What follows belongs to an exercise in optimizing a design on an open flow for small area; a production flow would make more cautious choices. At most, simulation tests tie the RTL to the original design; equivalence was not proved. Function not checked in runs 4 and 5: the RTL went through the layout flow alone.

===== flow/run.sh =====
#!/bin/bash
bash standard.sh \
  "BUFFER_PORTS_ARGS=-buffer_cell sky130_fd_sc_hd__buf_1" \
  "CTS_ARGS=-sink_clustering_enable -repair_clock_nets -dont_use_dummy_load -buf_list sky130_fd_sc_hd__clkbuf_8 -sink_clustering_size 30" \
  finish > standard.log 2>&1

===== standard.sh =====
#!/bin/bash
# synth_recipe.tcl (not shown) runs the flow's synth.tcl, then flattens the netlist and writes it again
# the make line also repeats each setting of config.mk as NAME=value (left out here)
make -C /OpenROAD-flow-scripts/flow DESIGN_CONFIG=/design/flow/config.mk WORK_HOME=/design/flow/orfs CLKGATE_MAP_FILE= SYNTH_SCRIPT=/design/flow/synth_recipe.tcl "${@:-finish}"

===== config.mk =====
export PLATFORM = sky130hd
export DESIGN_NAME = iob_axil_macc
export DESIGN_NICKNAME = iob_axil_macc
export VERILOG_FILES = /design/flow/design.v
export SDC_FILE = /design/flow/constraint.sdc
export NUM_CORES = 4
export LEC_CHECK = 0
export CAP_MARGIN = 20
export CORE_MARGIN = 2
export CORE_UTILIZATION = 40
export SLEW_MARGIN = 20
export SYNTH_HIERARCHICAL = 1
export SYNTH_MINIMUM_KEEP_SIZE = 0

===== constraint.sdc =====
create_clock -name core_clock -period 5.0 [get_ports {clk_i}]
set_input_delay 1.0000 -clock core_clock [delete_from_list [all_inputs] [get_ports {clk_i}]]
set_output_delay 1.0000 -clock core_clock [all_outputs]
set_load 0.01 [all_outputs]

===== design.v =====
`timescale 1ns / 1ps
module iob_reg_ca #(
   parameter DATA_W  = 1,
   parameter RST_VAL = {DATA_W{1'b0}}
) (
   input                   clk_i,
   input                   cke_i,
   input                   arst_i,
   input      [DATA_W-1:0] data_i,
   output reg [DATA_W-1:0] data_o
);
   always @(posedge clk_i, negedge arst_i) begin
      if (!arst_i) begin
         data_o <= RST_VAL;
      end else if (cke_i) begin
         data_o <= data_i;
      end
   end
endmodule
`timescale 1ns / 1ps
module iob_reg_cae #(
   parameter DATA_W  = 1,
   parameter RST_VAL = {DATA_W{1'b0}}
) (
   input                   clk_i,
   input                   cke_i,
   input                   arst_i,
   input                   en_i,
   input      [DATA_W-1:0] data_i,
   output reg [DATA_W-1:0] data_o
);
   always @(posedge clk_i, negedge arst_i) begin
      if (!arst_i) begin
         data_o <= RST_VAL;
      end else if (cke_i & en_i) begin
         data_o <= data_i;
      end
   end
endmodule
`timescale 1ns / 1ps
module iob_reverse #(
   parameter DATA_W = 21
) (
   input  [DATA_W-1:0] data_i,
   output [DATA_W-1:0] data_o
);
   genvar pos;
   generate
      for (pos = 0; pos < DATA_W; pos = pos + 1) begin : reverse
         assign data_o[pos] = data_i[(DATA_W-1)-pos];
      end
   endgenerate
endmodule
`timescale 1ns / 1ps
module iob_prio_enc #(
   parameter W    = 21,
   parameter MODE = "LOW"
) (
   input      [          W-1:0] unencoded_i,
   output reg [$clog2(W+1)-1:0] encoded_o
);
   wire [W+1-1:0] unencoded_int;
   assign unencoded_int = {(~(|unencoded_i)), unencoded_i};
   integer pos;
   generate
      if (MODE == "LOW") begin : gen_low_prio
         always @* begin
            encoded_o = 1'b0;   
            for (pos = W; pos != -1; pos = pos - 1) begin
               if (unencoded_int[pos]) begin
                  encoded_o = pos[$clog2(W)-1:0];
               end
            end
         end
      end else begin : gen_highest_prio   
         always @* begin
            encoded_o = 1'b0;   
            for (pos = {W{1'd0}}; pos < (W + 1); pos = pos + 1) begin
               if (unencoded_int[pos]) begin
                  encoded_o = pos[$clog2(W)-1:0];
               end
            end
         end
      end
   endgenerate
endmodule
`timescale 1ns / 1ps
module iob_ctls #(
   parameter W      = 21,
   parameter MODE   = 0,    
   parameter SYMBOL = 0     
) (
   input  [          W-1:0] data_i,
   output [$clog2(W+1)-1:0] count_o
);
   wire [W-1:0] data_int1;
   generate
      if (SYMBOL == 0) begin : g_zeros
         assign data_int1 = data_i;
      end else begin : g_ones
         assign data_int1 = ~data_i;
      end
   endgenerate
   wire [W-1:0] data_int2;
   generate
      if (MODE == 1) begin : g_reverse
         iob_reverse #(W) reverse0 (
            .data_i(data_int1),
            .data_o(data_int2)
         );
      end else begin : g_noreverse
         assign data_int2 = data_int1;
      end
   endgenerate
   iob_prio_enc #(
      .W   (W),
      .MODE("LOW")
   ) prio_encoder0 (
      .unencoded_i(data_int2),
      .encoded_o  (count_o)
   );
endmodule
`timescale 1ns / 1ps
module iob_axil2iob #(
   parameter AXIL_ADDR_W = 21,            
   parameter AXIL_DATA_W = 21,            
   parameter ADDR_W      = AXIL_ADDR_W,   
   parameter DATA_W      = AXIL_DATA_W    
) (
   input                      clk_i,
   input                      cke_i,
   input                      arst_i,
   input  [  AXIL_ADDR_W-1:0] axil_araddr_i,
   input                      axil_arvalid_i,
   output                     axil_arready_o,
   output [  AXIL_DATA_W-1:0] axil_rdata_o,
   output [            2-1:0] axil_rresp_o,
   output                     axil_rvalid_o,
   input                      axil_rready_i,
   input  [  AXIL_ADDR_W-1:0] axil_awaddr_i,
   input                      axil_awvalid_i,
   output                     axil_awready_o,
   input  [  AXIL_DATA_W-1:0] axil_wdata_i,
   input  [AXIL_DATA_W/8-1:0] axil_wstrb_i,
   input                      axil_wvalid_i,
   output                     axil_wready_o,
   output [            2-1:0] axil_bresp_o,
   output                     axil_bvalid_o,
   input                      axil_bready_i,
   output                     iob_valid_o,
   output [       ADDR_W-1:0] iob_addr_o,
   output [       DATA_W-1:0] iob_wdata_o,
   output [     DATA_W/8-1:0] iob_wstrb_o,
   input                      iob_rvalid_i,
   input  [       DATA_W-1:0] iob_rdata_i,
   input                      iob_ready_i,
   output                     iob_rready_o
);
   localparam WSTRB_W = DATA_W / 8;
   wire [ADDR_W-1:0] iob_addr;
   wire              iob_addr_en;
   assign axil_wready_o = iob_ready_i;
   assign axil_bresp_o  = 2'b0;
   wire axil_bvalid_nxt;
   assign axil_bvalid_nxt = (iob_valid_o & (|iob_wstrb_o)) ? iob_ready_i : (axil_bvalid_o & ~axil_bready_i);
   assign axil_arready_o = iob_ready_i;
   assign axil_rresp_o = 2'b0;
   assign axil_rvalid_o = iob_rvalid_i;
   assign axil_rdata_o = iob_rdata_i;
   assign iob_valid_o = axil_wvalid_i | axil_arvalid_i;
   assign iob_addr_o = axil_arvalid_i ? axil_araddr_i : axil_awvalid_i ? axil_awaddr_i : iob_addr;
   assign iob_wdata_o = axil_wdata_i;
   assign iob_wstrb_o = axil_wvalid_i ? axil_wstrb_i : {WSTRB_W{1'b0}};
   assign iob_rready_o = axil_rready_i;
   assign iob_addr_en = axil_arvalid_i | axil_awvalid_i;
   iob_reg_ca #(
      .DATA_W (1),
      .RST_VAL(0)
   ) iob_reg_bvalid (
      .clk_i (clk_i),
      .cke_i (cke_i),
      .arst_i(arst_i),
      .data_i(axil_bvalid_nxt),
      .data_o(axil_bvalid_o)
   );
   iob_reg_cae #(
      .DATA_W (ADDR_W),
      .RST_VAL(0)
   ) iob_reg_addr (
      .clk_i (clk_i),
      .cke_i (cke_i),
      .arst_i(arst_i),
      .en_i  (iob_addr_en),
      .data_i(iob_addr_o),
      .data_o(iob_addr)
   );
   wire awready_en;
   wire axil_awready_nxt;
   assign awready_en       = axil_awready_o ? axil_awvalid_i : (axil_bvalid_o & axil_bready_i);
   assign axil_awready_nxt = ~axil_awready_o;   
   iob_reg_cae #(
      .DATA_W (1),
      .RST_VAL(1)
   ) iob_reg_awready (
      .clk_i (clk_i),
      .cke_i (cke_i),
      .arst_i(arst_i),
      .en_i  (awready_en),
      .data_i(axil_awready_nxt),
      .data_o(axil_awready_o)
   );
endmodule
`timescale 1ns / 1ps
module iob_axil_macc_csrs #(
   parameter ADDR_W = 4,   
   parameter DATA_W = 32
) (
   input                 clk_i,
   input                 cke_i,
   input                 arst_i,
   input  [       2-1:0] axil_araddr_i,
   input                 axil_arvalid_i,
   output                axil_arready_o,
   output [  DATA_W-1:0] axil_rdata_o,
   output [       2-1:0] axil_rresp_o,
   output                axil_rvalid_o,
   input                 axil_rready_i,
   input  [       2-1:0] axil_awaddr_i,
   input                 axil_awvalid_i,
   output                axil_awready_o,
   input  [  DATA_W-1:0] axil_wdata_i,
   input  [DATA_W/8-1:0] axil_wstrb_i,
   input                 axil_wvalid_i,
   output                axil_wready_o,
   output [       2-1:0] axil_bresp_o,
   output                axil_bvalid_o,
   input                 axil_bready_i,
   output                en_o,
   input                 done_i,
   output                load_o,
   output [       8-1:0] a_o,
   output [       8-1:0] b_o,
   input  [      16-1:0] c_i
);
   wire                internal_iob_valid;
   wire [  ADDR_W-1:0] internal_iob_addr;
   wire [  DATA_W-1:0] internal_iob_wdata;
   wire [DATA_W/8-1:0] internal_iob_wstrb;
   wire                internal_iob_rvalid;
   wire [  DATA_W-1:0] internal_iob_rdata;
   wire                internal_iob_ready;
   wire                internal_iob_rready;
   wire                state;
   reg                 state_nxt;
   wire                write_en;
   wire [  ADDR_W-1:0] internal_iob_addr_stable;
   wire [  ADDR_W-1:0] internal_iob_addr_reg;
   wire                internal_iob_addr_reg_en;
   wire                en_wdata;
   wire                en_wen;
   wire                load_wdata;
   wire                load_wen;
   wire [       8-1:0] a_wdata;
   wire                a_wen;
   wire [       8-1:0] b_wdata;
   wire                b_wen;
   wire                iob_rvalid_out;
   reg                 iob_rvalid_nxt;
   wire [      32-1:0] iob_rdata_out;
   reg  [      32-1:0] iob_rdata_nxt;
   wire                iob_ready_out;
   reg                 iob_ready_nxt;
   reg                 iob_addr_i_0_8;
   reg                 iob_addr_i_4_16;
   reg                 iob_addr_i_8_0;
   function [31:0] iob_max;
      input [31:0] a;
      input [31:0] b;
      begin
         if (a > b) iob_max = a;
         else iob_max = b;
      end
   endfunction
   function [31:0] iob_min;
      input [31:0] a;
      input [31:0] b;
      begin
         if (a < b) iob_min = a;
         else iob_min = b;
      end
   endfunction
   function [31:0] iob_cshift_left;
      input [31:0] DATA;
      input integer DATA_W;
      input integer SHIFT;
      begin
         iob_cshift_left = (DATA << SHIFT) | (DATA >> (DATA_W - SHIFT));
      end
   endfunction
   function [31:0] iob_cshift_right;
      input [31:0] DATA;
      input integer DATA_W;
      input integer SHIFT;
      begin
         iob_cshift_right = (DATA >> SHIFT) | (DATA << (DATA_W - SHIFT));
      end
   endfunction
   localparam WSTRB_W = DATA_W / 8;
   localparam WAIT_REQ = 1'd0;
   localparam WAIT_RVALID = 1'd1;
   assign internal_iob_addr_reg_en = (state == WAIT_REQ);
   assign internal_iob_addr_stable = (state == WAIT_RVALID) ? internal_iob_addr_reg : internal_iob_addr;
   assign write_en = |internal_iob_wstrb;
   wire [($clog2(WSTRB_W)+1)-1:0] byte_offset;
   iob_ctls #(
      .W     (WSTRB_W),
      .MODE  (0),
      .SYMBOL(0)
   ) bo_inst (
      .data_i (internal_iob_wstrb),
      .count_o(byte_offset)
   );
   wire [ADDR_W-1:0] waddr;
   assign waddr    = ((internal_iob_addr_stable>>$clog2((DATA_W/8)))<<$clog2((DATA_W/8))) + byte_offset;
   assign en_wdata = internal_iob_wdata[0+:1];
   wire en_addressed_w;
   assign en_addressed_w = (waddr >= 0) && (waddr < 1);
   assign en_wen         = internal_iob_valid & (write_en & en_addressed_w);
   iob_reg_cae #(
      .DATA_W (1),
      .RST_VAL(1'd0)
   ) en_datareg (
      .clk_i (clk_i),
      .cke_i (cke_i),
      .arst_i(arst_i),
      .en_i  (en_wen),
      .data_i(en_wdata),
      .data_o(en_o)
   );
   assign load_wdata = internal_iob_wdata[16+:1];
   wire load_addressed_w;
   assign load_addressed_w = (waddr >= 2) && (waddr < 3);
   assign load_wen         = internal_iob_valid & (write_en & load_addressed_w);
   iob_reg_cae #(
      .DATA_W (1),
      .RST_VAL(1'd0)
   ) load_datareg (
      .clk_i (clk_i),
      .cke_i (cke_i),
      .arst_i(arst_i),
      .en_i  (load_wen),
      .data_i(load_wdata),
      .data_o(load_o)
   );
   assign a_wdata = internal_iob_wdata[24+:8];
   wire a_addressed_w;
   assign a_addressed_w = (waddr >= 3) && (waddr < 4);
   assign a_wen         = internal_iob_valid & (write_en & a_addressed_w);
   iob_reg_cae #(
      .DATA_W (8),
      .RST_VAL(8'd0)
   ) a_datareg (
      .clk_i (clk_i),
      .cke_i (cke_i),
      .arst_i(arst_i),
      .en_i  (a_wen),
      .data_i(a_wdata),
      .data_o(a_o)
   );
   assign b_wdata = internal_iob_wdata[0+:8];
   wire b_addressed_w;
   assign b_addressed_w = (waddr >= 4) && (waddr < 5);
   assign b_wen         = internal_iob_valid & (write_en & b_addressed_w);
   iob_reg_cae #(
      .DATA_W (8),
      .RST_VAL(8'd0)
   ) b_datareg (
      .clk_i (clk_i),
      .cke_i (cke_i),
      .arst_i(arst_i),
      .en_i  (b_wen),
      .data_i(b_wdata),
      .data_o(b_o)
   );
   assign internal_iob_rvalid = iob_rvalid_out;
   assign internal_iob_rdata  = iob_rdata_out;
   assign internal_iob_ready  = iob_ready_out;
   wire [7:0] byte_aligned_done_i;
   assign byte_aligned_done_i = done_i;
   wire [15:0] byte_aligned_c_i;
   assign byte_aligned_c_i = c_i;
   always @* begin
      iob_rdata_nxt  = 32'd0;
      iob_addr_i_0_8 = (((internal_iob_addr_stable>>$clog2((DATA_W/8)))<<$clog2((DATA_W/8))) == 0);
      if (iob_addr_i_0_8) begin
         iob_rdata_nxt[8+:8] = byte_aligned_done_i | 8'd0;
      end
      iob_addr_i_4_16 = ((
      ((internal_iob_addr_stable>>$clog2((DATA_W/8)))<<$clog2((DATA_W/8)))
      >= 4) && (
      ((internal_iob_addr_stable>>$clog2((DATA_W/8)))<<$clog2((DATA_W/8)))
      < 8));
      if (iob_addr_i_4_16) begin
         iob_rdata_nxt[16+:16] = byte_aligned_c_i | 16'd0;
      end
      iob_addr_i_8_0 = (((internal_iob_addr_stable>>$clog2((DATA_W/8)))<<$clog2((DATA_W/8))) == 8);
      if (iob_addr_i_8_0) begin
         iob_rdata_nxt[0+:16] = 16'h0081 | 16'd0;
      end
      iob_ready_nxt  = 1'b0;
      iob_rvalid_nxt = 1'b0;
      state_nxt      = state;
      case (state)
         WAIT_REQ: begin
            if (internal_iob_valid & (!internal_iob_ready)) begin   
               iob_ready_nxt = 1'b1;
               if (iob_ready_nxt && (!write_en)) begin
                  state_nxt = WAIT_RVALID;
               end
            end
         end
         default: begin   
            if (internal_iob_rready & internal_iob_rvalid) begin   
               iob_rvalid_nxt = 1'b0;
               state_nxt      = WAIT_REQ;
            end else begin
               iob_rvalid_nxt = 1'b1;
            end
         end
      endcase
   end   
   iob_reg_cae #(
      .DATA_W (ADDR_W),
      .RST_VAL({ADDR_W{1'b0}})
   ) internal_addr_reg (
      .clk_i (clk_i),
      .cke_i (cke_i),
      .arst_i(arst_i),
      .en_i  (internal_iob_addr_reg_en),
      .data_i(internal_iob_addr),
      .data_o(internal_iob_addr_reg)
   );
   iob_reg_ca #(
      .DATA_W (1),
      .RST_VAL(1'b0)
   ) state_reg (
      .clk_i (clk_i),
      .cke_i (cke_i),
      .arst_i(arst_i),
      .data_i(state_nxt),
      .data_o(state)
   );
   iob_axil2iob #(
      .AXIL_ADDR_W(ADDR_W),
      .AXIL_DATA_W(DATA_W)
   ) iob_axil2iob_coverter (
      .clk_i         (clk_i),
      .cke_i         (cke_i),
      .arst_i        (arst_i),
      .axil_araddr_i ({axil_araddr_i, 2'b0}),
      .axil_arvalid_i(axil_arvalid_i),
      .axil_arready_o(axil_arready_o),
      .axil_rdata_o  (axil_rdata_o),
      .axil_rresp_o  (axil_rresp_o),
      .axil_rvalid_o (axil_rvalid_o),
      .axil_rready_i (axil_rready_i),
      .axil_awaddr_i ({axil_awaddr_i, 2'b0}),
      .axil_awvalid_i(axil_awvalid_i),
      .axil_awready_o(axil_awready_o),
      .axil_wdata_i  (axil_wdata_i),
      .axil_wstrb_i  (axil_wstrb_i),
      .axil_wvalid_i (axil_wvalid_i),
      .axil_wready_o (axil_wready_o),
      .axil_bresp_o  (axil_bresp_o),
      .axil_bvalid_o (axil_bvalid_o),
      .axil_bready_i (axil_bready_i),
      .iob_valid_o   (internal_iob_valid),
      .iob_addr_o    (internal_iob_addr),
      .iob_wdata_o   (internal_iob_wdata),
      .iob_wstrb_o   (internal_iob_wstrb),
      .iob_rvalid_i  (internal_iob_rvalid),
      .iob_rdata_i   (internal_iob_rdata),
      .iob_ready_i   (internal_iob_ready),
      .iob_rready_o  (internal_iob_rready)
   );
   iob_reg_ca #(
      .DATA_W (1),
      .RST_VAL(1'b0)
   ) rvalid_reg (
      .clk_i (clk_i),
      .cke_i (cke_i),
      .arst_i(arst_i),
      .data_i(iob_rvalid_nxt),
      .data_o(iob_rvalid_out)
   );
   iob_reg_ca #(
      .DATA_W (32),
      .RST_VAL(32'b0)
   ) rdata_reg (
      .clk_i (clk_i),
      .cke_i (cke_i),
      .arst_i(arst_i),
      .data_i(iob_rdata_nxt),
      .data_o(iob_rdata_out)
   );
   iob_reg_ca #(
      .DATA_W (1),
      .RST_VAL(1'b0)
   ) ready_reg (
      .clk_i (clk_i),
      .cke_i (cke_i),
      .arst_i(arst_i),
      .data_i(iob_ready_nxt),
      .data_o(iob_ready_out)
   );
endmodule
`timescale 1ns / 1ps
module iob_axil_macc #(
   parameter DATA_W = 32
) (
   input                 clk_i,
   input                 cke_i,
   input                 arst_i,
   input  [       2-1:0] iob_csrs_axil_araddr_i,
   input                 iob_csrs_axil_arvalid_i,
   output                iob_csrs_axil_arready_o,
   output [  DATA_W-1:0] iob_csrs_axil_rdata_o,
   output [       2-1:0] iob_csrs_axil_rresp_o,
   output                iob_csrs_axil_rvalid_o,
   input                 iob_csrs_axil_rready_i,
   input  [       2-1:0] iob_csrs_axil_awaddr_i,
   input                 iob_csrs_axil_awvalid_i,
   output                iob_csrs_axil_awready_o,
   input  [  DATA_W-1:0] iob_csrs_axil_wdata_i,
   input  [DATA_W/8-1:0] iob_csrs_axil_wstrb_i,
   input                 iob_csrs_axil_wvalid_i,
   output                iob_csrs_axil_wready_o,
   output [       2-1:0] iob_csrs_axil_bresp_o,
   output                iob_csrs_axil_bvalid_o,
   input                 iob_csrs_axil_bready_i
);
   wire          arvalid = iob_csrs_axil_arvalid_i;
   wire          awvalid = iob_csrs_axil_awvalid_i;
   wire          wvalid = iob_csrs_axil_wvalid_i;
   wire [   3:0] wstrb = iob_csrs_axil_wstrb_i;
   wire [  31:0] wdata = iob_csrs_axil_wdata_i;
   reg           st;
   reg           rdy;
   reg           bvalid;
   reg           awready;
   reg  [   1:0] addr_q;   
   reg  [   1:0] ia;   
   wire          rvalid = st & ~rdy;
   wire          valid = wvalid | arvalid;
   wire          we = wvalid & (|wstrb);
   wire [   1:0] addr = arvalid ? iob_csrs_axil_araddr_i :
                        awvalid ? iob_csrs_axil_awaddr_i : addr_q;
   wire [   1:0] as = st ? ia : addr;
   wire          w0 = wvalid & (as == 2'd0);
   wire          en_wen = w0 & wstrb[0];
   wire          load_wen = w0 & (wstrb[2:0] == 3'b100);
   wire          a_wen = w0 & (wstrb == 4'b1000);
   wire          b_wen = wvalid & (as == 2'd1) & wstrb[0];
   always @(posedge clk_i, negedge arst_i) begin
      if (!arst_i) begin
         st      <= 1'b0;
         rdy     <= 1'b0;
         bvalid  <= 1'b0;
         awready <= 1'b1;
         addr_q  <= 2'd0;
      end else if (cke_i) begin
         rdy     <= ~st & ~rdy & valid;
         st      <= st ? (rdy | ~iob_csrs_axil_rready_i) : (~rdy & valid & ~we);
         bvalid  <= we ? rdy : (bvalid & ~iob_csrs_axil_bready_i);
         if (awready ? awvalid : (bvalid & iob_csrs_axil_bready_i)) awready <= ~awready;
         addr_q  <= addr;
      end
   end
   always @(posedge clk_i) begin
      if (cke_i & ~st) ia <= addr;
   end
   reg           en;
   reg           load;
   reg  [   7:0] a;
   reg  [   7:0] b;
   wire          en_d;
   wire          load_d;
   wire [   7:0] a_d;
   wire [   7:0] b_d;
   macc_mux #(
      .W(1)
   ) en_mux (
      .s (cke_i & en_wen),
      .d0(en),
      .d1(wdata[0]),
      .y (en_d)
   );
   macc_mux #(
      .W(1)
   ) load_mux (
      .s (cke_i & load_wen),
      .d0(load),
      .d1(wdata[16]),
      .y (load_d)
   );
   macc_mux #(
      .W(8)
   ) a_mux (
      .s (cke_i & a_wen),
      .d0(a),
      .d1(wdata[31:24]),
      .y (a_d)
   );
   macc_mux #(
      .W(8)
   ) b_mux (
      .s (cke_i & b_wen),
      .d0(b),
      .d1(wdata[7:0]),
      .y (b_d)
   );
   always @(posedge clk_i, negedge arst_i) begin
      if (!arst_i) begin
         en   <= 1'b0;
         load <= 1'b0;
         a    <= 8'd0;
         b    <= 8'd0;
      end else begin
         en   <= en_d;
         load <= load_d;
         a    <= a_d;
         b    <= b_d;
      end
   end
   reg           en_int;
   reg  [   2:0] dn;
   reg           done_int;
   reg  [  15:0] acc;
   reg  [   7:0] a_s;
   reg  [   7:0] b_s;
   wire [  15:0] acc_sum;
   wire [  15:0] acc_d;
   wire          enp = en & ~en_int;
   macc_tree macc (
      .a(a_s),
      .b(b_s),
      .m(acc & {16{~load}}),
      .q(acc_sum)
   );
   macc_mux #(
      .W(16)
   ) acc_mux (
      .s (cke_i & dn[2]),
      .d0(acc),
      .d1(acc_sum),
      .y (acc_d)
   );
   always @(posedge clk_i, negedge arst_i) begin
      if (!arst_i) begin
         en_int   <= 1'b0;
         dn       <= 3'd0;
         done_int <= 1'b0;
         acc      <= 16'd0;
      end else begin
         if (cke_i) begin
            en_int   <= en;
            dn       <= {dn[1:0], enp};
            done_int <= ~enp & (dn[2] | done_int);
         end
         acc <= acc_d;
      end
   end
   always @(posedge clk_i) begin
      if (cke_i & dn[0]) begin
         a_s <= a;
         b_s <= b;
      end
   end
   reg  [  15:0] cq;
   reg           dq;
   always @(posedge clk_i) begin
      if (cke_i) begin
         cq <= acc;
         dq <= done_int;
      end
   end
   wire ia0 = (ia == 2'd0);
   wire ia1 = (ia == 2'd1);
   wire ia2 = (ia == 2'd2);
   assign iob_csrs_axil_rdata_o   = {cq & {16{ia1}}, 7'd0, dq & ia0, ia2, 6'd0, ia2};
   assign iob_csrs_axil_rresp_o   = 2'b0;
   assign iob_csrs_axil_rvalid_o  = rvalid;
   assign iob_csrs_axil_arready_o = rdy;
   assign iob_csrs_axil_wready_o  = rdy;
   assign iob_csrs_axil_awready_o = awready;
   assign iob_csrs_axil_bresp_o   = 2'b0;
   assign iob_csrs_axil_bvalid_o  = bvalid;
endmodule
module macc_mux #(
   parameter W = 1
) (
   input          s,
   input  [W-1:0] d0,
   input  [W-1:0] d1,
   output [W-1:0] y
);
   assign y = s ? d1 : d0;
endmodule
module macc_tree (
   input  [ 7:0] a,
   input  [ 7:0] b,
   input  [15:0] m,
   output [15:0] q
);
   wire n1, n2;
   macc_ha h0 ((a[0] & b[5]), (a[1] & b[4]), n1, n2);
   wire n3, n4;
   macc_fa u0 ((a[0] & b[6]), (a[1] & b[5]), (a[2] & b[4]), n3, n4);
   wire n5, n6;
   macc_ha h1 ((a[3] & b[3]), (a[4] & b[2]), n5, n6);
   wire n7, n8;
   macc_fa u1 ((a[0] & b[7]), (a[1] & b[6]), (a[2] & b[5]), n7, n8);
   wire n9, n10;
   macc_fa u2 ((a[3] & b[4]), (a[4] & b[3]), (a[5] & b[2]), n9, n10);
   wire n11, n12;
   macc_ha h2 ((a[6] & b[1]), (a[7] & b[0]), n11, n12);
   wire n13, n14;
   macc_fa u3 ((a[1] & b[7]), (a[2] & b[6]), (a[3] & b[5]), n13, n14);
   wire n15, n16;
   macc_fa u4 ((a[4] & b[4]), (a[5] & b[3]), (a[6] & b[2]), n15, n16);
   wire n17, n18;
   macc_ha h3 ((a[7] & b[1]), m[8], n17, n18);
   wire n19, n20;
   macc_fa u5 ((a[2] & b[7]), (a[3] & b[6]), (a[4] & b[5]), n19, n20);
   wire n21, n22;
   macc_fa u6 ((a[5] & b[4]), (a[6] & b[3]), (a[7] & b[2]), n21, n22);
   wire n23, n24;
   macc_fa u7 ((a[3] & b[7]), (a[4] & b[6]), (a[5] & b[5]), n23, n24);
   wire n25, n26;
   macc_ha h4 ((a[0] & b[3]), (a[1] & b[2]), n25, n26);
   wire n27, n28;
   macc_fa u8 ((a[0] & b[4]), (a[1] & b[3]), (a[2] & b[2]), n27, n28);
   wire n29, n30;
   macc_ha h5 ((a[3] & b[1]), (a[4] & b[0]), n29, n30);
   wire n31, n32;
   macc_fa u9 ((a[2] & b[3]), (a[3] & b[2]), (a[4] & b[1]), n31, n32);
   wire n33, n34;
   macc_fa u10 ((a[5] & b[0]), m[5], n1, n33, n34);
   wire n35, n36;
   macc_fa u11 ((a[5] & b[1]), (a[6] & b[0]), m[6], n35, n36);
   wire n37, n38;
   macc_fa u12 (n2, n5, n3, n37, n38);
   wire n39, n40;
   macc_fa u13 (m[7], n6, n11, n39, n40);
   wire n41, n42;
   macc_fa u14 (n4, n7, n9, n41, n42);
   wire n43, n44;
   macc_fa u15 (n12, n17, n10, n43, n44);
   wire n45, n46;
   macc_fa u16 (n8, n13, n15, n45, n46);
   wire n47, n48;
   macc_fa u17 (m[9], n18, n14, n47, n48);
   wire n49, n50;
   macc_fa u18 (n16, n19, n21, n49, n50);
   wire n51, n52;
   macc_fa u19 ((a[6] & b[4]), (a[7] & b[3]), m[10], n51, n52);
   wire n53, n54;
   macc_fa u20 (n20, n22, n23, n53, n54);
   wire n55, n56;
   macc_fa u21 ((a[4] & b[7]), (a[5] & b[6]), (a[6] & b[5]), n55, n56);
   wire n57, n58;
   macc_fa u22 ((a[7] & b[4]), m[11], n24, n57, n58);
   wire n59, n60;
   macc_fa u23 ((a[5] & b[7]), (a[6] & b[6]), (a[7] & b[5]), n59, n60);
   wire n61, n62;
   macc_ha h6 ((a[0] & b[2]), (a[1] & b[1]), n61, n62);
   wire n63, n64;
   macc_fa u24 ((a[2] & b[1]), (a[3] & b[0]), m[3], n63, n64);
   wire n65, n66;
   macc_fa u25 (m[4], n26, n29, n65, n66);
   wire n67, n68;
   macc_fa u26 (n30, n28, n31, n67, n68);
   wire n69, n70;
   macc_fa u27 (n32, n35, n34, n69, n70);
   wire n71, n72;
   macc_fa u28 (n36, n39, n38, n71, n72);
   wire n73, n74;
   macc_fa u29 (n40, n42, n43, n73, n74);
   wire n75, n76;
   macc_fa u30 (n44, n46, n47, n75, n76);
   wire n77, n78;
   macc_fa u31 (n51, n48, n50, n77, n78);
   wire n79, n80;
   macc_fa u32 (n52, n55, n54, n79, n80);
   wire n81, n82;
   macc_fa u33 (m[12], n56, n59, n81, n82);
   wire n83, n84;
   macc_fa u34 ((a[6] & b[7]), (a[7] & b[6]), m[13], n83, n84);
   wire n85, n86;
   macc_ha h7 ((a[0] & b[1]), (a[1] & b[0]), n85, n86);
   wire n87, n88;
   macc_fa u35 ((a[2] & b[0]), m[2], n61, n87, n88);
   wire n89, n90;
   macc_fa u36 (n62, n25, n63, n89, n90);
   wire n91, n92;
   macc_fa u37 (n64, n27, n65, n91, n92);
   wire n93, n94;
   macc_fa u38 (n66, n33, n67, n93, n94);
   wire n95, n96;
   macc_fa u39 (n68, n37, n69, n95, n96);
   wire n97, n98;
   macc_fa u40 (n41, n70, n71, n97, n98);
   wire n99, n100;
   macc_fa u41 (n45, n72, n73, n99, n100);
   wire n101, n102;
   macc_fa u42 (n49, n74, n75, n101, n102);
   wire n103, n104;
   macc_fa u43 (n53, n76, n77, n103, n104);
   wire n105, n106;
   macc_fa u44 (n57, n78, n79, n105, n106);
   wire n107, n108;
   macc_fa u45 (n58, n81, n80, n107, n108);
   wire n109, n110;
   macc_fa u46 (n60, n83, n82, n109, n110);
   wire n111, n112;
   macc_fa u47 ((a[7] & b[7]), m[14], n84, n111, n112);
   wire n113, n114;
   macc_ha h8 ((a[0] & b[0]), m[0], n113, n114);
   wire n115, n116;
   macc_fa u48 (m[1], n85, n114, n115, n116);
   wire n117, n118;
   macc_fa u49 (n86, n87, n116, n117, n118);
   wire n119, n120;
   macc_fa u50 (n88, n89, n118, n119, n120);
   wire n121, n122;
   macc_fa u51 (n90, n91, n120, n121, n122);
   wire n123, n124;
   macc_fa u52 (n92, n93, n122, n123, n124);
   wire [9:0] r0 = {m[15], n110, n108, n106, n104, n102, n100, n98, n96, n94};
   wire [9:0] r1 = {n112, n111, n109, n107, n105, n103, n101, n99, n97, n95};
   wire [9:0] rs = r0 + r1 + n124;
   assign q = {rs[9], rs[8], rs[7], rs[6], rs[5], rs[4], rs[3], rs[2], rs[1], rs[0], n123, n121, n119, n117, n115, n113};
endmodule
module macc_fa (
   input  x,
   input  y,
   input  z,
   output s,
   output c
);
   assign s = x ^ y ^ z;
   assign c = (x & y) | (x & z) | (y & z);
endmodule
module macc_ha (
   input  x,
   input  y,
   output s,
   output c
);
   assign s = x ^ y;
   assign c = x & y;
endmodule

==> summary.txt, run 1 <==
post-route insts no fill 646; #FFs+latches synth 80; worst slew pin tran 976.7 ps; Detailed Place HPWL 7391 microns; met3 usage 0.02961; GR Layer Usage met2 0.2180; WS Path Type reg -> reg; clock sinks 80; Layout area overhead 7.622%; gr busiest metal met2; maximum clock frequency 0.2106 GHz; Post-synth EDFFs 35; unrepaired setup endpoints after global routing false; pin count of the biggest net entering global routing 46; Initial DRT Pass Iterations 4; Placeable Area 0.01330 sq mm; crit path DAT 4990 ps; drt drc 0; YS warnings 7; I/O pin total 89; hold_sp b[1]; # nets final 592; Final ANT Viol Nets 0; WL/cell 14.29 microns; max-cap viol count 0; outcome timing/DRC/antenna clean; Post-Syn Area 0.005466 sq mm; post-route minimum period 4748 ps; fin crit share 0.9496; Worst-path clk slew 80 ps; die width 120.9 microns; CTS tree built; number of vias per cell 4.737; overall routing resource usage 0.1403; met1 Track Usage GR 0.1940; Mean Syn Cell Area 13.14 sq um; GP Congestion 0.8159; Top FF cell, synth dfrtp_1; IO Port Bufs 56; global-route wire length before repair 16010 microns; Fin Setup TNS 0 ps; endpoints failing hold 0; total vias in the final route 3060; share of cells above drive strength 1 0.1404; CTS Hold Bufs 0; Required @ worst endpoint 5240 ps; H-Tree Level Count 3; CTS root buf clkbuf_8; Placement Rows 42; Crit Path Max Fanout 4; Pins Over Slew Limit 0; number of distinct library cells after synthesis 45; Initial DRC Count 80; Starting Density 0.4112; relative slew slack 0.3465; die area 0.01462 sq mm; # placed instances 636; # setup viols final 0; CP endpoint kind flip-flop; crit path from a_s[1]; Cells after Synth 416; register area share after synthesis 0.3985; n_diodes 0; die height 120.9 microns; GRT overflow 0; Async SR Flop Fraction 0.5625; Max clock buf depth 2; final WL 9232 microns; Fin Clk Skew 21.04 ps; reg-to-reg critical path startpoint a_s[1]; clock latency on the worst-skew pair 370 ps; critical path startpoint category flip-flop; antenna violations before repair 0; vias in the first global route 3200; CTS buffer count 9; Hold Path Class reg -> reg
synthesized netlist by cell type (all sizes together), types with 4 or more instances:
cell	number	area (sq um)
ha	17	212.7
nand2	11	41.29
a21oi	5	25.02
o21ai	7	38.78
dfrtp	44	1101
inv	11	41.29
xnor2	5	43.79
buf	32	265.3
nand3	4	20.02
nor2	12	45.04
nor2b	22	137.6
fa	55	1101
and2	82	513.0
edfxtp	35	1051
mux2	38	533.0
modules after synthesis (local to each module, per instance), a selection:
module | cell area (sq um) | cells | copies in the design | flip-flops and latches
macc_tree | 878.3 | 129 | 1 | 0
iob_axil_macc | 2873 | 187 | 1 | 80
macc_fa | 20.02 | 1 | 53 | 0
macc_ha | 12.51 | 1 | 9 | 0
layer usage:
layer	share of wire	wire (microns)
met1	0.47	4362
met2	0.46	4243
met3	0.048	446
met5	0	0
met4	0.019	180
critical path: stages, from the launching register on:
cell       delay [ps]
edfxtp_1          420
and2_1            170
ha_1              330
fa_1              480
fa_2              410
fa_1              420
fa_2              400
fa_1              400
inv_1              80
fa_2              210
fa_2              210
nor2b_1            60
o2111ai_1         180
nand3_1           150
o41ai_2           330
xnor2_1           100
mux2_4            250
final cells by class:
class | instances | area, sq um
clock buffer | 9 | 123.9
tap | 176 | 220.2
timing repair buffer | 64 | 275.3
sequential | 80 | 2178
multi-input combinational | 306 | 3044
fill | 1235 | 7412
inverter | 11 | 41.29
layout by cell type, fill, tap and decap left out, types with 2 or more instances in the layout:
master / Yosys / layout
fa_1: 55 / 51
ha_1: 17 / 17
nor2b_1: 22 / 22
mux2i_1: 2 / 2
nor2_1: 12 / 12
nand2_1: 11 / 11
mux2_2: 10 / 10
xnor2_1: 5 / 5
xor2_1: 3 / 3
edfxtp_1: 35 / 35
mux2_4: 28 / 28
buf_4: 26 / 9
o22ai_1: 2 / 2
inv_1: 11 / 11
fa_2: 0 / 4
a21oi_1: 5 / 4
o21ai_0: 5 / 5
dfrtp_1: 44 / 44
nor3_1: 2 / 2
nand3_1: 4 / 4
a31oi_1: 2 / 2
buf_1: 0 / 54
o41a_1: 2 / 2
conb_1: 1 / 17
clkbuf_8: 0 / 9
o22a_1: 2 / 2
and2_1: 82 / 82
nand2b_1: 3 / 3
repair_timing:
item	4_1_cts	5_1_grt
endpoints found under the setup margin	0	1
setup buffers	0	1
resized for setup	0	4
stage by stage:
stage / hold WS [ps] / cell area, sq um / setup WS [ps] / util
after global routing: 474.0 / 5883 / 21.70 / 0.4425
after CTS: 452.1 / 5859 / 164.9 / 0.4407
after global placement: 436.9 / 5736 / 271.5 / 0.4314
after floorplan: 425.1 / 5527 / 483.3 / -
final: 450.2 / 5883 / 252.2 / 0.4425
after detailed placement: 432.2 / 5736 / 205.2 / 0.4314
kinds of logic (layout without fill, tap and decap cells):
logic type	Yosys count	after routing	share of synthesized area
other	1	17	0.0006860
adder cells (fa/ha/maj)	72	72	0.2403
XOR/XNOR	8	8	0.01282
multiplexers	40	40	0.1012
flip-flops	80	80	0.3985
AO/OA/AOI/OAI	29	29	0.03891
buffers and inverters	46	84	0.05814
AND/OR/NAND/NOR	140	140	0.1495
final timing paths:
check,to,cells past startpoint,slack [ps]
min,b_s[1],0,450
min in group asynchronous,addr_q[1],1,620
max,acc[14],16,250
max reg2reg,acc[14],16,250
max in group asynchronous,acc[10],1,3980
min reg2reg,b_s[1],0,450
flip-flops by register name (all words and copies together) (netlist names), 2 cells and up:
register / count
a_s: 8
cq: 16
dn: 3
addr_q: 2
a: 8
ia: 2
b_s: 8
b: 8
acc: 16
==> run 2, diff against run 1 <==
==> flow/run.sh (replaced) <==
#!/bin/bash
bash standard.sh \
  "BUFFER_PORTS_ARGS=-buffer_cell sky130_fd_sc_hd__buf_1" \
  "CTS_ARGS=-sink_clustering_enable -repair_clock_nets -dont_use_dummy_load -buf_list sky130_fd_sc_hd__clkbuf_8 -sink_clustering_size 30" \
  RECOVER_POWER=100 MATCH_CELL_FOOTPRINT=0 \
  finish > standard.log 2>&1
==> summary.txt, run 2 <==
CP endpoint kind flip-flop; # setup viols final 0; register area share after synthesis 0.3985; maximum clock frequency 0.2105 GHz; Post-synth EDFFs 35; n_diodes 0; Fin Setup TNS 0 ps; Max clock buf depth 2; Initial DRT Pass Iterations 4; Hold Path Class reg -> reg; CTS tree built; post-synthesis compound-gate area fraction 0.03891; Post-Synth Simple-Gate Area 0.1495; worst setup margin 248.4 ps; die area 0.01462 sq mm; H-Tree Level Count 3; Required @ worst endpoint 5240 ps; fin crit share 0.9503; Initial DRC Count 81; relative slew slack -0.5468; outcome failed layout checks; GRT overflow 0; commonest non-fill, non-tap cells in the layout and2_1 (70), buf_1 (54), fa_1 (51); I/O pin total 89; dpl ws 205.2 ps; pin count of the biggest net entering global routing 46; Top FF cell, synth dfrtp_1; CTS root buf clkbuf_8; #FFs+latches synth 80; worst slew pin tran 2320 ps; antenna violations before repair 0; Detailed Place HPWL 7391 microns; multiplexer share of the synthesized area 0.1012; unrepaired setup endpoints after global routing false; share of cells above drive strength 1 0.1170; GP Congestion 0.8159; Starting Density 0.4112; Pins Over Slew Limit 46; drt drc 0; max-cap viol count 1; final WL 9262 microns; post-route insts no fill 646; violated checks capacitance limit, slew limit; xor/xnor share of the synthesized area 0.01282; number of distinct library cells after synthesis 45; # nets final 592; die height 120.9 microns; Layout area overhead 6.157%; Placeable Area 0.01330 sq mm; CTS Hold Bufs 0; Largest regs acc: 16 flops, cq: 16 flops; total vias in the final route 3042; Fin Clk Skew 21.37 ps; clock sinks 80; dominant cell type by area after synthesis dfrtp_1; Placement Rows 42; overall routing resource usage 0.1403; Post-synth top cells and2_1 (82), fa_1 (55), dfrtp_1 (44), edfxtp_1 (35), mux2_4 (28); synth top area cells dfrtp_1 (20%), fa_1 (20%), edfxtp_1 (19%); crit path DAT 4990 ps; global-route wire length before repair 16010 microns; # placed instances 636; IO Port Bufs 56; Cells after Synth 416; most common cell after layout, fill and taps aside and2_1; critical path startpoint category flip-flop; post-route minimum period 4752 ps; WS Path Type reg -> reg; Mean Syn Cell Area 13.14 sq um; WL/cell 14.34 microns; Post-Syn Area 0.005466 sq mm; endpoints failing hold 0; Synth top area share 0.2014; Crit Path Max Fanout 4; die width 120.9 microns; CTS buffer count 9; Final ANT Viol Nets 0; largest family of logic cells by synthesized area adder cells; YS warnings 7; area share of fa/ha/maj cells after synthesis 0.2403; clock latency on the worst-skew pair 360 ps; Async SR Flop Fraction 0.5625; Worst-path clk slew 80 ps; vias in the first global route 3200; number of vias per cell 4.709; most common cell in the netlist and2_1
-- run 2: cell count changes in the layout (fill, tap and decap cells not counted), moves of 2 or more --
cell and change:
and2_0 +12, and2_1 -12, buf_4 -2, mux2_4 -17, clkbuf_1 +3, mux2_1 +5
mux2_2 +12
-- run 2: cell families after synthesis --
logic type      Yosys count
fa+ha+maj                72
flops                    80
simple gates            140
other cells               1
compound gates           29
xor+xnor                  8
mux                      40
buf+inv                  46
-- run 2: what timing repair did --
item / 4_1_cts / 5_1_grt
setup buffers: 0 / 1
endpoints found under the setup margin: 0 / 1
gates resized for setup: 0 / 4
-- run 2: area by class of cell --
class / instances / area, sq um
repair buffers: 64 / 266.5
clock buffers: 9 / 123.9
multi-input cells: 306 / 2973
fillers: 1263 / 7492
flip-flops and latches: 80 / 2178
inverters: 11 / 41.29
well taps: 176 / 220.2
-- run 2: metal layers --
layer | vias up | routed length, microns | GRT usage
met1 | 1503 | 4410 | 0.1940
met4 | 0 | 180 | 0.05233
met2 | 69 | 4242 | 0.2180
li1 | 1455 | - | -
met3 | 15 | 429 | 0.02961
met5 | - | 0 | 0
-- run 2: modules after synthesis (local to each module, per instance), a selection --
module | flops+latches | copies in the design | area, sq um
iob_axil_macc | 80 | 1 | 2873
macc_tree | 0 | 1 | 878.3
macc_fa | 0 | 53 | 20.02
macc_ha | 0 | 9 | 12.51
-- run 2: worst paths after layout --
| kind | startpoint | to | slack (ps) | cells past startpoint |
|---|---|---|---|---|
| worst max-delay path | a_s[1] | acc[14] | 250 | 16 |
| min in group asynchronous | arst_i | addr_q[1] | 1320 | 1 |
| worst min register to register | b[1] | b_s[1] | 450 | 0 |
| worst max register to register | a_s[1] | acc[14] | 250 | 16 |
| worst min-delay path | b[1] | b_s[1] | 450 | 0 |
| max in group asynchronous | arst_i | acc[10] | 2330 | 1 |
-- run 2: stage by stage --
stage               hold slack [ps]  utilization  area [sq um]
detailed placement            432.2       0.4314          5736
floorplan                     425.1            -          5527
global placement              436.9       0.4314          5736
CTS                           452.1       0.4407          5859
global route                  468.8       0.4365          5803
finish                        447.1       0.4365          5803
-- run 2: critical path: stages, from the launching register on --
cell and delay, ps:
edfxtp_1 420, and2_1 170, ha_1 330, fa_1 480
fa_2 410, fa_1 420, fa_2 400, fa_1 400
inv_1 80, fa_2 210, fa_2 210, nor2b_1 60
o2111ai_1 180, nand3_1 150, o41ai_2 330, xnor2_1 100
mux2_4 250
==> run 3, diff against run 2 <==
==> run.sh (new file) <==
#!/bin/bash
# synth_recipe.tcl (not shown) runs the flow's synth.tcl, then flattens the netlist and writes it again
# the make line also repeats each setting of config.mk as NAME=value (left out here)
make -C /OpenROAD-flow-scripts/flow DESIGN_CONFIG=/design/flow/config.mk WORK_HOME=/design/flow/orfs CLKGATE_MAP_FILE= SYNTH_SCRIPT=/design/flow/synth_recipe.tcl finish
--- a/config.mk
+++ b/config.mk
@@ -8,6 +8,8 @@
 export CAP_MARGIN = 20
 export CORE_MARGIN = 2
 export CORE_UTILIZATION = 40
+export CTS_BUF_LIST = sky130_fd_sc_hd__clkbuf_8
+export CTS_CLUSTER_SIZE = 30
 export SLEW_MARGIN = 20
 export SYNTH_HIERARCHICAL = 1
 export SYNTH_MINIMUM_KEEP_SIZE = 0
removed: flow/run.sh
removed: standard.sh
==> summary.txt, run 3 <==
Top FF cell, synth dfrtp_1; max-cap viol count 0; Starting Density 0.4112; Post-Syn Area 0.005466 sq mm; post-route minimum period 4727 ps; IO Port Bufs 56; Crit Reg-Reg Endpoint acc[14]; Required @ worst endpoint 5260 ps; vias in the first global route 3271; worst slew pin tran 990.5 ps; share of cells above drive strength 1 0.1524; CP endpoint kind flip-flop; # nets final 594; clock sinks 80; WS Path Type reg -> reg; die width 120.9 microns; GP Congestion 0.8188; clock latency on the worst-skew pair 370 ps; Largest regs acc: 16 flops, cq: 16 flops; Crit path depth 16; CTS tree built; crit path from b_s[1]; final WL 9453 microns; Crit Path Max Fanout 3; Final Cell Area 0.006310 sq mm; Fin Setup TNS 0 ps; #FFs+latches synth 80; Post-DP Area 0.006093 sq mm; Final ANT Viol Nets 0; synth top area cells dfrtp_1 (20%), fa_1 (20%), edfxtp_1 (19%); R2R Setup Slk 270 ps; Async SR Flop Fraction 0.5625; hold slack 455.9 ps; crit path DAT 4980 ps; die area 0.01462 sq mm; Worst-path clk slew 90 ps; Fin Clk Skew 13.14 ps; Critical Path Slowest Stage Cell fa_1; Largest stage delay, worst path 480 ps; overall routing resource usage 0.1418; register area share after synthesis 0.3985; Cells after Synth 416; Placeable Area 0.01330 sq mm; FF-to-FF path depth 16; Initial DRC Count 108; die height 120.9 microns; number of distinct library cells after synthesis 45; number of vias per cell 4.690; fin crit share 0.9453; Post-synth top cells and2_1 (82), fa_1 (55), dfrtp_1 (44), edfxtp_1 (35), mux2_4 (28); drt drc 0; CP bufs+invs 1; global-route wire length before repair 16110 microns; pin count of the biggest net entering global routing 46; Post-synth EDFFs 35; Mean Syn Cell Area 13.14 sq um; Synth top area share 0.2014; total vias in the final route 3072; CTS Hold Bufs 0; antenna violations before repair 0; unrepaired setup endpoints after global routing false; dominant cell type by area after synthesis dfrtp_1; relative slew slack 0.3372; Layout area overhead 15.43%; Hold Path Class reg -> reg; family with the most delay on the worst path adder cells; most common cell after layout, fill and taps aside and2_1; Most common cell on crit path fa_2; Placement Rows 42; GRT overflow 0; Initial DRT Pass Iterations 4; commonest non-fill, non-tap cells in the layout and2_1 (82), clkdlybuf4s50_1 (55), fa_1 (50); n_diodes 0; maximum clock frequency 0.2116 GHz; endpoints failing hold 0; Max clock buf depth 2; Pins Over Slew Limit 0; I/O pin total 89; CP Capture Point acc[14]; # setup viols final 0; CTS root buf clkbuf_8; WL/cell 14.43 microns; reg-to-reg critical path startpoint b_s[1]; fill count 1186; H-Tree Level Count 3; outcome timing/DRC/antenna clean; YS warnings 7; critical path startpoint category flip-flop; Final Util 0.4746; most common cell in the netlist and2_1; Detailed Place HPWL 7537 microns; worst-path cell chain and2_1 -> ha_1 -> fa_1 -> fa_2 -> fa_2 -> fa_2 -> fa_1 -> inv_1 -> fa_2 -> fa_2 -> nor2b_1 -> o2111ai_1 -> nand3_1 -> o41ai_2 -> xnor2_1 -> mux2_4; CTS buffer count 9
[run 3: cell counts after synthesis]
No cell type changed its count.
[run 3: per-module statistics from Yosys (local to each module, per instance), excerpt]
module         cells inside  area, sq um  flops+latches
macc_fa                   1        20.02              0
macc_ha                   1        12.51              0
macc_tree               129        878.3              0
iob_axil_macc           187         2873             80
[run 3: how the worst min path moves through the flow]
stage               startpoint     end  cells past startpoint
floorplan                 a[0]  a_s[0]                      0
global placement          b[1]  b_s[1]                      0
detailed placement    done_int      dq                      0
CTS                   done_int      dq                      0
global route          done_int      dq                      0
finish                done_int      dq                      0
[run 3: stage by stage]
stage	std cells	setup slack (ps)
6_report	655	273.3
3_5_place_dp	638	204.7
5_1_grt	655	46.02
3_3_place_gp	638	269.8
2_1_floorplan	432	483.3
4_1_cts	654	186.1
[run 3: final cells by class]
| class | instances | area, sq um | share of cell area |
|---|---|---|---|
| Multi-Input combinational cell | 306 | 3043 | 0.4823 |
| Clock buffer | 9 | 123.9 | 0.01963 |
| Tap cell | 176 | 220.2 | 0.03490 |
| Sequential cell | 80 | 2178 | 0.3452 |
| Inverter | 11 | 41.29 | 0.006544 |
| Timing Repair Buffer | 66 | 633.1 | 0.1003 |
| Clock inverter | 7 | 70.07 | 0.01110 |
[run 3: repair_timing]
action | in CTS | in global routing
endpoints found under the setup margin | 0 | 1
resized for setup | 0 | 5
buffers inserted | 0 | 1
[run 3: kinds of logic (layout without fill, tap and decap cells)]
logic type	after synthesis	after routing	share of synthesized area
mux	40	40	0.1012
flops	80	80	0.3985
xor+xnor	8	8	0.01282
fa+ha+maj	72	72	0.2403
buf+inv	46	93	0.05814
compound gates	29	29	0.03891
other cells	1	17	0.0006860
simple gates	140	140	0.1495
[run 3: layer usage]
metal	vias up	wire (microns)	GRT usage
li1	1473	-	-
met1	1514	4486	0.1921
met2	74	4491	0.2268
met3	11	337	0.02961
met4	0	138	0.04942
met5	-	0	0
==> run 4, diff against run 3 <==
--- a/design.v
+++ b/design.v
@@ -579,81 +579,36 @@
    always @(posedge clk_i) begin
       if (cke_i & ~st) ia <= addr;
    end
-   reg           en;
-   reg           load;
-   reg  [   7:0] a;
-   reg  [   7:0] b;
-   wire          en_d;
-   wire          load_d;
-   wire [   7:0] a_d;
-   wire [   7:0] b_d;
-   macc_mux #(
-      .W(1)
-   ) en_mux (
-      .s (cke_i & en_wen),
-      .d0(en),
-      .d1(wdata[0]),
-      .y (en_d)
-   );
-   macc_mux #(
-      .W(1)
-   ) load_mux (
-      .s (cke_i & load_wen),
-      .d0(load),
-      .d1(wdata[16]),
-      .y (load_d)
-   );
-   macc_mux #(
-      .W(8)
-   ) a_mux (
-      .s (cke_i & a_wen),
-      .d0(a),
-      .d1(wdata[31:24]),
-      .y (a_d)
-   );
-   macc_mux #(
-      .W(8)
-   ) b_mux (
-      .s (cke_i & b_wen),
-      .d0(b),
-      .d1(wdata[7:0]),
-      .y (b_d)
-   );
+   reg          en;
+   reg          load;
+   reg  [  7:0] a;
+   reg  [  7:0] b;
    always @(posedge clk_i, negedge arst_i) begin
       if (!arst_i) begin
          en   <= 1'b0;
          load <= 1'b0;
          a    <= 8'd0;
          b    <= 8'd0;
-      end else begin
-         en   <= en_d;
-         load <= load_d;
-         a    <= a_d;
-         b    <= b_d;
+      end else if (cke_i) begin
+         if (en_wen) en <= wdata[0];
+         if (load_wen) load <= wdata[16];
+         if (a_wen) a <= wdata[31:24];
+         if (b_wen) b <= wdata[7:0];
       end
    end
-   reg           en_int;
-   reg  [   2:0] dn;
-   reg           done_int;
-   reg  [  15:0] acc;
-   reg  [   7:0] a_s;
-   reg  [   7:0] b_s;
-   wire [  15:0] acc_sum;
-   wire [  15:0] acc_d;
-   wire          enp = en & ~en_int;
+   reg          en_int;
+   reg  [  2:0] dn;
+   reg          done_int;
+   reg  [ 15:0] acc;
+   reg  [  7:0] a_s;
+   reg  [  7:0] b_s;
+   wire         enp = en & ~en_int;
+   wire [ 15:0] acc_nxt;
    macc_tree macc (
       .a(a_s),
       .b(b_s),
       .m(acc & {16{~load}}),
-      .q(acc_sum)
-   );
-   macc_mux #(
-      .W(16)
-   ) acc_mux (
-      .s (cke_i & dn[2]),
-      .d0(acc),
-      .d1(acc_sum),
-      .y (acc_d)
+      .q(acc_nxt)
    );
    always @(posedge clk_i, negedge arst_i) begin
       if (!arst_i) begin
@@ -661,13 +616,11 @@
          dn       <= 3'd0;
          done_int <= 1'b0;
          acc      <= 16'd0;
-      end else begin
-         if (cke_i) begin
-            en_int   <= en;
-            dn       <= {dn[1:0], enp};
-            done_int <= ~enp & (dn[2] | done_int);
-         end
-         acc <= acc_d;
+      end else if (cke_i) begin
+         en_int   <= en;
+         dn       <= {dn[1:0], enp};
+         done_int <= ~enp & (dn[2] | done_int);
+         if (dn[2]) acc <= acc_nxt;
       end
    end
    always @(posedge clk_i) begin
@@ -676,8 +629,8 @@
          b_s <= b;
       end
    end
-   reg  [  15:0] cq;
-   reg           dq;
+   reg  [ 15:0] cq;
+   reg          dq;
    always @(posedge clk_i) begin
       if (cke_i) begin
          cq <= acc;
@@ -696,16 +649,6 @@
    assign iob_csrs_axil_bresp_o   = 2'b0;
    assign iob_csrs_axil_bvalid_o  = bvalid;
 endmodule
-module macc_mux #(
-   parameter W = 1
-) (
-   input          s,
-   input  [W-1:0] d0,
-   input  [W-1:0] d1,
-   output [W-1:0] y
-);
-   assign y = s ? d1 : d0;
-endmodule
 module macc_tree (
    input  [ 7:0] a,
    input  [ 7:0] b,
==> flow/run.sh (new file) <==
#!/bin/bash
bash standard.sh \
  "BUFFER_PORTS_ARGS=-buffer_cell sky130_fd_sc_hd__buf_1" \
  "CTS_ARGS=-sink_clustering_enable -repair_clock_nets -dont_use_dummy_load -buf_list sky130_fd_sc_hd__clkbuf_8 -sink_clustering_size 30" \
  finish > standard.log 2>&1
==> standard.sh (new file) <==
#!/bin/bash
# synth_recipe.tcl (not shown) runs the flow's synth.tcl, then flattens the netlist and writes it again
# the make line also repeats each setting of config.mk as NAME=value (left out here)
make -C /OpenROAD-flow-scripts/flow DESIGN_CONFIG=/design/flow/config.mk WORK_HOME=/design/flow/orfs CLKGATE_MAP_FILE= SYNTH_SCRIPT=/design/flow/synth_recipe.tcl "${@:-finish}"
--- a/config.mk
+++ b/config.mk
@@ -8,8 +8,6 @@
 export CAP_MARGIN = 20
 export CORE_MARGIN = 2
 export CORE_UTILIZATION = 40
-export CTS_BUF_LIST = sky130_fd_sc_hd__clkbuf_8
-export CTS_CLUSTER_SIZE = 30
 export SLEW_MARGIN = 20
 export SYNTH_HIERARCHICAL = 1
 export SYNTH_MINIMUM_KEEP_SIZE = 0
removed: run.sh
==> summary.txt, run 4 <==
Critical Path Slowest Stage Cell fa_1; Largest stage delay, worst path 470 ps; Synth top area share 0.1911; Post-synth EDFFs 35; Mean Syn Cell Area 11.48 sq um; critical path startpoint category flip-flop; I/O pin total 89; number of vias per cell 5.147; overall routing resource usage 0.1626; Register Area 0.002178 sq mm; Initial DRC Count 229; WS Path Type reg -> reg; unrepaired setup endpoints after global routing false; clock latency on the worst-skew pair 370 ps; dominant cell type by area after synthesis dfrtp_1; pin count of the biggest net entering global routing 46; CP bufs+invs 1; die area 0.01538 sq mm; worst-path cell chain and2_1 -> ha_1 -> fa_1 -> fa_2 -> fa_2 -> fa_1 -> fa_1 -> inv_1 -> fa_2 -> fa_2 -> nor2b_1 -> o2111ai_1 -> nand3_1 -> o41ai_2 -> xnor2_1 -> mux2_2; worst slew pin tran 919.0 ps; Final Cell Area 0.006196 sq mm; crit path DAT 5000 ps; Most common cell on crit path fa_2; Fin Clk Skew 32.60 ps; share of cells above drive strength 1 0.09472; GR Layer Usage met2 0.2610; total vias in the final route 3752; global-route wire length before repair 19180 microns; Top FF cell, synth dfrtp_1; max-cap viol count 0; CP endpoint kind flip-flop; Post-synth top cells and2_1 (82), fa_1 (55), dfrtp_1 (44), edfxtp_1 (35), inv_1 (30); CTS tree built; Required @ worst endpoint 5240 ps; CTS buffer count 9; Cells after Synth 502; Hold Path Class reg -> reg; YS warnings 7; die width 124.0 microns; Starting Density 0.4118; clock sinks 80; Layout area overhead 7.559%; Placeable Area 0.01399 sq mm; post-route minimum period 4757 ps; Fin Setup TNS 0 ps; gr busiest metal met2; Detailed Place HPWL 8582 microns; most common cell after layout, fill and taps aside and2_1; Post-DP Area 0.006055 sq mm; final WL 11370 microns; fill count 1341; # nets final 671; outcome timing/DRC/antenna clean; Worst-path clk slew 90 ps; most common cell in the netlist and2_1; vias in the first global route 3888; Crit Path Max Fanout 3; Pins Over Slew Limit 0; endpoints failing hold 0; fin crit share 0.9513; register area share after synthesis 0.3781; GRT overflow 0; Largest regs acc: 16 flops, cq: 16 flops; commonest non-fill, non-tap cells in the layout and2_1 (82), buf_1 (54), fa_1 (51); drt drc 0; antenna violations before repair 1; met3 usage 0.04258; Post-Syn Area 0.005761 sq mm; WL/cell 15.60 microns; # setup viols final 0; relative slew slack 0.3861; maximum clock frequency 0.2102 GHz; area taken by multi-input logic gates 0.003246 sq mm; met1 Track Usage GR 0.2190; family with the most delay on the worst path adder cells; n_diodes 0; Initial DRT Pass Iterations 4; die height 124.0 microns; synth top area cells dfrtp_1 (19%), fa_1 (19%), edfxtp_1 (18%); CTS root buf clkbuf_8; Final ANT Viol Nets 0; IO Port Bufs 56; GP Congestion 0.7914; Async SR Flop Fraction 0.5625; #FFs+latches synth 80; Max clock buf depth 2; Placement Rows 43; H-Tree Level Count 3; number of distinct library cells after synthesis 55
## run 4: layout make-up
class | instances | share of cell area
Sequential cell | 80 | 0.3516
Inverter | 32 | 0.01979
Multi-Input combinational cell | 362 | 0.5238
Clock buffer | 9 | 0.01999
Timing Repair Buffer | 66 | 0.04847
Tap cell | 180 | 0.03635
## run 4: layer usage
metal | wire [microns] | share of wire | vias up
met5 | 0 | 0 | -
met4 | 164 | 0.014 | 0
met3 | 603 | 0.053 | 11
met2 | 5302 | 0.47 | 105
met1 | 5304 | 0.47 | 1850
li1 | - | - | 1786
## run 4: kinds of logic (layout without fill, tap and decap cells)
kind of cell	Yosys count	count (layout)	share of synthesized area
and+or+nand+nor	180	180	0.1816
AOI/OAI and AO/OA	63	63	0.08623
buffers and inverters	76	107	0.07059
other	1	17	0.0006510
DFF	80	80	0.3782
adders and majority gates	72	72	0.2281
xor gates and xnor gates	8	8	0.01216
muxes	22	22	0.04257
## run 4: through the flow
stage                     setup WS [ps]  hold WS [ps]    util  instances
after floorplan                   487.0         422.7       -        518
after global placement            136.0         430.0  0.4328        719
after detailed placement          110.2         428.7  0.4328        719
after CTS                         92.15         451.0  0.4417        728
after global routing              8.505         471.2  0.4429        729
final                             243.4         450.0  0.4429        729
## run 4: timing repair
| action | in CTS | in global routing |
|---|---|---|
| hold buffers | 0 | 0 |
| gates resized for setup | 0 | 4 |
| setup endpoints to repair | 0 | 3 |
| setup buffers | 0 | 1 |
## run 4: worst register-to-register path, stage by stage (launching register included)
cell       delay [ps]
edfxtp_1          440
and2_1            190
ha_1              320
fa_1              470
fa_2              390
fa_2              370
fa_1              420
fa_1              410
inv_1              80
fa_2              210
fa_2              210
nor2b_1            60
o2111ai_1         190
nand3_1           140
o41ai_2           350
xnor2_1           110
mux2_2            260
## run 4: modules after synthesis (local to each module, per instance)
module	area, sq um	times used	cells	flip-flops and latches
iob_axil_macc	3709	1	311	80
macc_fa	20.02	53	1	0
macc_ha	12.51	9	1	0
macc_tree	878.3	1	129	0
## run 4: worst paths after layout
check,start,slack (ps),end,cells after the start
max in group asynchronous,arst_i,3840,acc[13],2
min,en_int,450,dn[0],1
max,b_s[0],240,acc[14],16
max reg2reg,b_s[0],240,acc[14],16
min reg2reg,en_int,450,dn[0],1
min in group asynchronous,arst_i,740,b[7],2
==> run 5, diff against run 4 <==
--- a/design.v
+++ b/design.v
@@ -779,10 +779,14 @@
    macc_fa u51 (n90, n91, n120, n121, n122);
    wire n123, n124;
    macc_fa u52 (n92, n93, n122, n123, n124);
-   wire [9:0] r0 = {m[15], n110, n108, n106, n104, n102, n100, n98, n96, n94};
-   wire [9:0] r1 = {n112, n111, n109, n107, n105, n103, n101, n99, n97, n95};
-   wire [9:0] rs = r0 + r1 + n124;
-   assign q = {rs[9], rs[8], rs[7], rs[6], rs[5], rs[4], rs[3], rs[2], rs[1], rs[0], n123, n121, n119, n117, n115, n113};
+   wire n125, n126;
+   macc_fa u53 (n94, n95, n124, n125, n126);
+   wire n127, n128;
+   macc_fa u54 (n96, n97, n126, n127, n128);
+   wire [7:0] r0 = {m[15], n110, n108, n106, n104, n102, n100, n98};
+   wire [7:0] r1 = {n112, n111, n109, n107, n105, n103, n101, n99};
+   wire [7:0] rs = r0 + r1 + n128;
+   assign q = {rs[7], rs[6], rs[5], rs[4], rs[3], rs[2], rs[1], rs[0], n127, n125, n123, n121, n119, n117, n115, n113};
 endmodule
 module macc_fa (
    input  x,
==> summary.txt, run 5 <==
outcome failed layout checks; violated checks setup timing; GP Congestion 0.8023; Top FF cell, synth dfrtp_1; # setup viols final 1; max-cap viol count 0; Initial DRC Count 165; fin crit share 1.002; GRT overflow 0; Hold Path Class reg -> reg; global-route wire length before repair 19070 microns; FF-to-FF path depth 16; Fin Clk Skew 29.49 ps; worst setup margin -8.591 ps; CTS tree built; Async SR Flop Fraction 0.5625; CP endpoint kind flip-flop; Post-synth EDFFs 35; register area share after synthesis 0.3807; worst slew pin tran 925.0 ps; Mean Syn Cell Area 11.70 sq um; maximum clock frequency 0.1997 GHz; Register Area 0.002178 sq mm; CTS buffer count 9; WS Path Type reg -> reg; antenna violations before repair 0; I/O pin total 89; Starting Density 0.4106; die height 123.6 microns; relative slew slack 0.3820; vias in the first global route 3715; drt drc 0; Crit Path Max Fanout 5; fill count 1261; unrepaired setup endpoints after global routing true; Placeable Area 0.01393 sq mm; Detailed Place HPWL 8691 microns; dominant cell type by area after synthesis fa_1; Cells after Synth 489; Largest stage delay, worst path 540 ps; clock sinks 80; commonest non-fill, non-tap cells in the layout and2_1 (77), buf_1 (54), fa_1 (48); Pins Over Slew Limit 0; area taken by multi-input logic gates 0.003297 sq mm; Placement Rows 43; Most common cell on crit path fa_2; # nets final 666; crit path DAT 5260 ps; Final ANT Viol Nets 0; pin count of the biggest net entering global routing 46; IO Port Bufs 56; share of cells above drive strength 1 0.1471; Final Util 0.4520; Layout area overhead 10.08%; Critical Path Slowest Stage Cell fa_1; #FFs+latches synth 80; total vias in the final route 3706; WL/cell 15.87 microns; Largest regs acc: 16 flops, cq: 16 flops; H-Tree Level Count 3; die area 0.01528 sq mm; n_diodes 0; most common cell in the netlist and2_1; synth top area cells fa_1 (20%), dfrtp_1 (19%), edfxtp_1 (18%); die width 123.6 microns; endpoints failing hold 0; Initial DRT Pass Iterations 4; number of distinct library cells after synthesis 55; YS warnings 7; hold slack 444.6 ps
==> run 5: cell types whose count changed after synthesis, moves of 3 or more <==
cell and delta:
inv_1 -3, nand3_1 -3, nor2_1 -7, o211ai_1 +3, xnor2_1 -3
==> run 5: final cells by class <==
type                            count  share of cell area
Inverter                           29             0.01768
Timing Repair Buffer               76             0.05761
Multi-Input combinational cell    350              0.5234
Tap cell                          180             0.03576
Sequential cell                    80              0.3458
Clock buffer                        9             0.01967
==> run 5: kinds of logic after synthesis <==
group	synth area share
xor gates and xnor gates	0.006124
other	0.0006554
buffers and inverters	0.07173
muxes	0.04286
and+or+nand+nor	0.1749
AOI/OAI and AO/OA	0.09075
DFF	0.3807
adders and majority gates	0.2322
==> run 5: worst paths after layout <==
| path | startpoint | to | slack, ps |
|---|---|---|---|
| min in group asynchronous | arst_i | acc[5] | 710 |
| worst max-delay path | b_s[0] | acc[14] | -9 |
| worst max register to register | b_s[0] | acc[14] | -9 |
| worst min register to register | a[5] | a_s[5] | 440 |
| worst min-delay path | a[5] | a_s[5] | 440 |
| max in group asynchronous | arst_i | addr_q[0] | 3850 |
==> run 5: Yosys stat by module (local to each module, per instance) <==
module         area (sq um)  cells  copies in the design
macc_fa               20.02      1                    55
macc_tree             799.5    114                     1
macc_ha               12.51      1                     9
iob_axil_macc          3709    311                     1
==> run 5: metal layers <==
metal  share of wire  global-route usage
met2            0.48              0.2531
met1            0.47              0.2339
met4           0.015             0.05824
met5               0                   0
met3           0.038             0.02610
==> run 5: stage by stage <==
step	std cells	setup WS (ps)	TNS, ps	cell area, sq um
5_1_grt	724	-154.0	-303.7	6299
3_5_place_dp	712	-207.2	-488.2	6075
3_3_place_gp	712	-188.5	-470.0	6075
4_1_cts	724	-97.24	-213.1	6241
2_1_floorplan	505	33.76	0	5808
6_report	724	-8.591	-8.591	6299
==> run 5: repair_timing <==
item / 4_1_cts / 5_1_grt
pin swaps: 13 / 10
hold buffers: 0 / 0
buffers inserted: 3 / 1
gates resized for setup: 3 / 13
endpoints found under the setup margin: 4 / 4
==> run 5: critical path: cells and delay by family, from the launching register on <==
| kind | cells | cell delay (ps) |
|---|---|---|
| adder cells (fa/ha/maj) | 9 | 3270 |
| flip-flops | 1 | 460 |
| AO/OA/AOI/OAI | 2 | 390 |
| multiplexers | 1 | 280 |
| buffers and inverters | 2 | 250 |
| AND/OR/NAND/NOR | 2 | 210 |

## separate check: timing with driven ports
How much do the figures lean on ideal ports? The routed layouts below were timed once more, with nothing changed but the port constraints. Step 1: set_driving_cell puts a clkbuf_16 on clk_i and a buf_2 on each other input, an assumption about the parent block. Step 2 times the ports against the registers' clock, not the clock port: input delays grow and output delays shrink by t, the midpoint of the rising clock arrivals with the driver on. Three values: no drivers, after step 1, after step 2; two values: the first two.
run	t (ns)	setup WS [ns]	hold slack, ns
run 1	0.383	0.252 / 0.252 / 0.252	0.450 / 0.450 / 0.450
run 2	0.383	0.248 / 0.248 / 0.248	0.447 / 0.447 / 0.447
run 3	0.396	0.273 / 0.273 / 0.273	0.456 / 0.456 / 0.456
run 4	0.390	0.243 / 0.243 / 0.243	0.450 / 0.450 / 0.450
run 5	0.393	-0.009 / -0.009 / -0.009	0.445 / 0.445 / 0.445
